Background: an optimization exercise with open tools, aiming at small area, a short achievable clock period and few clock cycles per item. Do not read the settings as production practice. Only simulation tests tie the RTL to the original design; equivalence was not proved. Power figures rest on the tool's default switching activity, not on a simulated workload.

==> flow/run.sh <==
#!/bin/bash
# synth_recipe.tcl (not shown) runs the flow's synth.tcl, then flattens the netlist and writes it again
# the make line also repeats each setting of config.mk as NAME=value (left out here)
make -C /OpenROAD-flow-scripts/flow DESIGN_CONFIG=/design/flow/config.mk WORK_HOME=/design/flow/orfs CLKGATE_MAP_FILE= SYNTH_SCRIPT=/design/flow/synth_recipe.tcl finish
==> flow/config.mk <==
export PLATFORM = sky130hd
export DESIGN_NAME = li_ram
export DESIGN_NICKNAME = li_ram
export VERILOG_FILES = /design/flow/design.v
export SDC_FILE = /design/flow/constraint.sdc
export NUM_CORES = 4
export LEC_CHECK = 0
export CAP_MARGIN = 20
export CORE_MARGIN = 2
export CORE_UTILIZATION = 30
export SETUP_SLACK_MARGIN = 1.0
export SLEW_MARGIN = 20
==> flow/constraint.sdc <==
create_clock -name core_clock -period 3.7 [get_ports {clk}]
set_input_delay 0.7400 -clock core_clock [delete_from_list [all_inputs] [get_ports {clk}]]
set_output_delay 0.7400 -clock core_clock [all_outputs]
set_load 0.01 [all_outputs]
==> flow/design.v <==
module SkidBuffer #(
	parameter WIDTH = 16
)
(
	input clk,arst,
	input valid_i,
	input [WIDTH-1:0] dat_i,
	output reg ready_i,
	output reg valid_o,
	output reg [WIDTH-1:0] dat_o,
	input ready_o	
);
reg [WIDTH-1:0] backup_storage;
reg backup_valid;
reg internal_valid_o  ;
reg internal_ready_i  ;
always @(posedge clk or posedge arst) begin
	if (arst) begin
		ready_i <= 1'b0;
		internal_ready_i <= 1'b0;
		valid_o <= 1'b0;
		internal_valid_o <= 1'b0;
		dat_o <= 0;
		backup_storage <= 0;
		backup_valid <= 1'b0;
	end
	else begin
		ready_i <= ready_o;
		internal_ready_i <= ready_o;
		if (internal_valid_o & ready_o) begin
			if (backup_valid) begin
				backup_valid <= 1'b0;
				dat_o <= backup_storage;
				valid_o <= 1'b1;	
				internal_valid_o <= 1'b1;	
			end
			else begin
				valid_o <= 1'b0;
				internal_valid_o <= 1'b0;
			end
		end
		if (internal_ready_i && valid_i) begin
			if (ready_o || !internal_valid_o) begin
				valid_o <= 1'b1;
				internal_valid_o <= 1'b1;
				dat_o <= dat_i;
			end
			else begin
				backup_valid <= 1'b1;
				backup_storage <= dat_i;
				ready_i <= 1'b0;  
				internal_ready_i <= 1'b0;
			end
		end			
	end
end
endmodule
module sc_ram #(
    parameter ADDR_WIDTH=8, 
    parameter DATA_WIDTH=16
)
(
    input logic clk,
    input logic ena,
    input logic enb,
    input logic wea,
    input logic [ADDR_WIDTH-1:0] addra,
    input logic [ADDR_WIDTH-1:0] addrb,
    input logic [DATA_WIDTH-1:0] dia,
    output logic [DATA_WIDTH-1:0] dob
);
logic [DATA_WIDTH-1:0] ram [2**ADDR_WIDTH-1:0];
always @(posedge clk) begin
    if (ena) begin
        if (wea) begin
            ram[addra] <= dia;
        end
    end
end
always @(posedge clk) begin
    if (enb) begin
        dob <= ram[addrb];
    end
end
endmodule  
module li_ram #(
    parameter ADDR_WIDTH=8,
    parameter DATA_WIDTH=16
)
(
    input clk,
    input rst,
    input logic [ADDR_WIDTH-1:0] rd_req_addr_in,
    input logic                      rd_req_valid_in,
    output logic                     rd_req_ready_out,
    output logic [DATA_WIDTH-1:0] rd_resp_data_out,
    output logic                      rd_resp_valid_out,
    input logic                       rd_resp_ready_in,
    input logic [ADDR_WIDTH-1:0]  wr_addr_in,
    input logic [DATA_WIDTH-1:0]  wr_data_in,
    input logic                       wr_valid_in,
    output logic                      wr_ready_out
);
logic ram_wr;  
logic ram_rd;  
logic [DATA_WIDTH-1:0] rd_data;  
logic token;
logic first_stage_valid;
logic first_stage_ready; 
logic second_stage_valid;
logic second_stage_ready;
assign rd_req_ready_out = first_stage_ready && second_stage_ready;
assign wr_ready_out = 1'b1;  
assign ram_wr = wr_valid_in;
always_comb begin
    first_stage_valid = 1'b0;
    ram_rd = 1'b0;
    if(rd_req_valid_in && rd_req_ready_out) begin
        first_stage_valid = 1'b1; 
        ram_rd = 1'b1;
    end
end
SkidBuffer #(
    .WIDTH(1)  
) first_stage_sb (
    .clk(clk),
    .arst(rst),
    .dat_i(first_stage_valid),
    .valid_i(first_stage_valid),
    .ready_i(first_stage_ready),
    .dat_o(token),
    .valid_o(second_stage_valid),
    .ready_o(second_stage_ready)
);
SkidBuffer #(
    .WIDTH(DATA_WIDTH)
) second_stage_sb (
    .clk(clk),
    .arst(rst),
    .dat_i(rd_data),
    .valid_i(second_stage_valid),
    .ready_i(second_stage_ready),
    .dat_o(rd_resp_data_out),
    .valid_o(rd_resp_valid_out),
    .ready_o(rd_resp_ready_in)
);
sc_ram #(
    .ADDR_WIDTH(ADDR_WIDTH),
    .DATA_WIDTH(DATA_WIDTH)
) li_ram_storage (
    .clk(clk),
    .ena(1'b1),
    .enb(ram_rd),
    .wea(ram_wr),
    .addra(wr_addr_in),
    .addrb(rd_req_addr_in),
    .dia(wr_data_in),
    .dob(rd_data)
);
endmodule  
==> results.txt <==
==> stage by stage <==
step | TNS [ns] | util (%) | setup WS, ns | std cells | instance area [um^2]
5_1_grt | 0 | 35.8 | 0.946 | 15700 | 191000
2_1_floorplan | 0 | - | 0.795 | 7382 | 161000
3_3_place_gp | -5.00 | 33.0 | -1.04 | 14900 | 176000
6_report | 0 | 35.8 | 0.919 | 15700 | 191000
4_1_cts | 0 | 35.6 | 0.909 | 15600 | 190000
3_5_place_dp | -4.60 | 33.0 | -0.681 | 14900 | 176000
==> cells in the mapped netlist, drive strengths merged (4+ instances only) <==
| cell | instances |
|---|---|
| and2 | 15 |
| nand2 | 133 |
| a211o | 20 |
| a221oi | 41 |
| clkbuf | 188 |
| dfrtp | 40 |
| a211oi | 24 |
| a22oi | 12 |
| a22o | 16 |
| nor3 | 63 |
| nand2b | 13 |
| nor4 | 25 |
| o21ai | 43 |
| nand4 | 18 |
| o31ai | 10 |
| a21oi | 147 |
| mux2 | 20 |
| o22ai | 155 |
| a2111oi | 12 |
| mux2i | 548 |
| nand3 | 36 |
| mux4 | 856 |
| nor2b | 11 |
| or4 | 4 |
| o221ai | 224 |
| edfxtp | 4112 |
| nor2 | 309 |
| inv | 8 |
| and3 | 5 |
| buf | 250 |
==> cell type report <==
class / count / area share [%]
Inverter: 8 / 0.0223
Timing Repair Buffer: 1004 / 5.45
Antenna cell: 11 / 0.0144
Sequential cell: 4152 / 65.2
Tap cell: 7020 / 4.60
Clock buffer: 497 / 5.61
Multi-Input combinational cell: 2780 / 17.9
Clock inverter: 244 / 1.18
==> final timing paths <==
path,end,slack (ns),cells after the start
min in group asynchronous,first_stage_sb.ready_i,0.18,2
worst min register to register,second_stage_sb.backup_valid,0.50,2
worst min-delay path,li_ram_storage.ram[246][11],0.16,1
worst max-delay path,li_ram_storage.dob[4],0.92,12
max in group asynchronous,second_stage_sb.dat_o[2],2.76,3
worst max register to register,li_ram_storage.dob[4],0.99,9
==> worst max-delay path: cells and delay by family <==
kind	cells	cell delay, ns
AO/OA/AOI/OAI	1	0.09
buffers and inverters	6	1.28
multiplexers	2	0.83
AND/OR/NAND/NOR	3	0.51
==> logic make-up (layout without fill, tap and decap cells) <==
kind of cell           after synthesis  count (layout)
AOI/OAI and AO/OA                  710             710
buffers and inverters              450            1753
DFF                               4152            4152
muxes                             1424            1424
other                                1              12
and+or+nand+nor                    645             645
==> where the power goes <==
| group | switching (uW) | leakage, uW | internal, uW |
|---|---|---|---|
| logic | 3610 | 0.0173 | 2330 |
| clock network | 17700 | 0.00634 | 22800 |
| registers | 375 | 0.0374 | 52000 |
==> sequential cells by signal, summed over array words and instances (netlist names) <==
| signal | count |
|---|---|
| first_stage_sb.backup_valid | 1 |
| first_stage_sb.internal_valid_o | 1 |
| first_stage_sb.ready_i | 1 |
| first_stage_sb.valid_o | 1 |
| li_ram_storage.dob | 16 |
| li_ram_storage.ram | 4096 |
| second_stage_sb.backup_storage | 16 |
| second_stage_sb.backup_valid | 1 |
| second_stage_sb.dat_o | 16 |
| second_stage_sb.internal_valid_o | 1 |
| second_stage_sb.ready_i | 1 |
| second_stage_sb.valid_o | 1 |
==> timing repair <==
| action | 4_1_cts | 5_1_grt |
|---|---|---|
| cloned | 8 | 12 |
| setup endpoints to repair | 33 | 16 |
| hold buffers | 0 | 0 |
| pin swaps | 8 | 21 |
| resized for setup | 122 | 75 |
| setup buffers | 14 | 48 |
==> per-layer routing <==
metal  wire length [um]  up-vias  GRT usage [%]
met1             182000    44000           22.0
met2             207000     3966           24.9
met3              40300      711           2.97
met5                 92        -              0
li1                   -    33400              -
met4              14500       14           4.70
==> flow_metrics.py <==
metrics = {
    "critical_path": {
        "critPathLaunchType": "primary input",
        "crit_fanout": 35,
        "cp.arrival_ns": 3.49,
        "critical_path.max_stage_delay_ns": 0.51,
        "startpoint": "rd_req_addr_in[1]",
        "crit_required_ns": 4.41,
        "end_kind": "flop",
        "r2r_start": "li_ram_storage.ram[95][4]",
        "slowest_stage": "mux4_2",
        "path_class": "primary input to flop",
        "path_cells": "buf_8, buf_16, buf_6, mux4_2, mux4_2, nand2_2, o31ai_4, buf_4, buf_4, nand4_1, buf_6, nor4_4",
    },
    "flow_run": {
        "max_cap_violations": 0,
    },
    "sta": {
        "relSlewSlack_pct": 11.4,
        "fmax_mhz": 360,
        "drv_slew": 0,
        "finalSetupViolations": 0,
        "skew_ns": 0.0623,
        "tightest_slew_ns": 1.33,
        "hold_viol_final": 0,
        "min_period_over_period_pct": 75.2,
        "whs_ns": 0.164,
        "rsz0062_at_grt": "true",
        "period_needed_ns": 2.78,
    },
    "clock_tree": {
        "h-tree-depth": 5,
        "path_clk_slew_ns": 0.06,
        "numCtsBuffers": 408,
        "clock_sinks": 4152,
        "clockBufferDepth": 4,
        "clk_latency_ns": 0.97,
        "cts_root_buf": "clkbuf_16",
        "tritoncts": "yes",
    },
    "yosys": {
        "yosysSeqAreaShare_pct": 77.5,
        "ys_seq_elements": 4152,
        "synth_area_per_cell_um2": 21.8,
        "synth_top_area_share_pct": 76.9,
        "synth-xor-area-share_pct": 0,
        "syn_inst": 7382,
        "postSynthNetCount": 7419,
        "syn_area_mm2": 0.161,
        "synth-edff-count": 4112,
        "synthAdderAreaFrac_pct": 0,
        "synth_top_family_by_area": "multiplexers",
        "synth_flop_cell": "edfxtp_1",
        "yosysWarnings": 4,
        "async_flop_share_pct": 0.963,
        "muxShareOfSynthArea_pct": 15.7,
        "synth_cell_types": 63,
        "synth-simple-area-share_pct": 1.77,
        "synth-compound-area-share_pct": 3.20,
        "synth_top_area_cell": "edfxtp_1",
        "yosys-top-cells-area": "edfxtp_1 77%, mux4_2 11%, mux2i_1 3.4%, o221ai_1 1.2%, mux4_1 1.0%",
    },
    "global_routing": {
        "antenna_found_initial": 27,
        "grt_util_all_layers_pct": 15.7,
        "overflow": 0,
        "grt_pass1_vias": 80800,
        "grt_pass1_wl_mm": 618,
        "grt_max_degree": 145,
    },
    "routing": {
        "first_pass_iters": 6,
        "wirelength_mm": 444,
        "vias_per_cell": 5.22,
        "drtIter0Drc": 11200,
        "drcViolationCount": 0,
        "postRouteAntennaNets": 0,
        "wl_per_cell_um": 28.3,
        "via_count": 82000,
    },
    "die": {
        "core_area_mm2": 0.533,
        "start_util_pct": 30.1,
        "die_h_um": 736,
        "ioPinCount": 56,
        "die_w_um": 736,
        "die_area_mm2": 0.541,
        "rows": 268,
    },
    "finish": {
        "drive_gt1_share_pct": 30.2,
        "multi_input_area_mm2": 0.0342,
        "final_nets": 8391,
        "layout_commonest_cell": "edfxtp_1",
        "regArea_mm2": 0.124,
        "fillers": 48400,
        "final_cell_mix": "4112 x edfxtp_1, 798 x mux4_2, 746 x buf_4",
        "area_growth_pct": 18.9,
    },
    "placement": {
        "portBuffers": 54,
        "routabilityCongestion": 0.871,
        "post-dp-hpwl_mm": 275,
    },
    "power": {
        "power.total_uw": 98800,
        "power_density_mw_per_mm2": 518,
        "peakVddDrop_mv": 0.430,
        "leakagePower_uw": 0.0611,
    },
    "status": {
        "status": "complete, no violations",
    },
    "hold_path": {
        "worstHoldStart": "wr_data_in[11]",
        "min_path_type": "primary input to flop",
    },
}
Testbench counts, summed over its fixed seeds: cycles 28,016, reads 20,000.

==> re-timing with driven ports <==
The flow's constraints put no driver on any port. The routed layout listed below was extracted and timed again, unchanged, in two steps. Step 1: set_driving_cell puts a clkbuf_16 on clk and a buf_2 on each other input, an assumption about the parent block. Step 2 moves the port delays by t, midway between the first and last clock arrival at a register: inputs arrive t later, outputs are due t later. That takes back most of the time a late clock gives input paths. a / b / c = no drivers / after step 1 / after step 2; a / b = the first two.
shift t [ns]: 1.062
setup WS [ns]: 0.919 / 0.821 / -0.242
cell pins on the clock port's net: 1
With both steps, setup timing fails in this run, where it was met with ideal ports. The setup slack of this run moves by -0.098 ns with the drivers and by -1.161 ns with both steps.
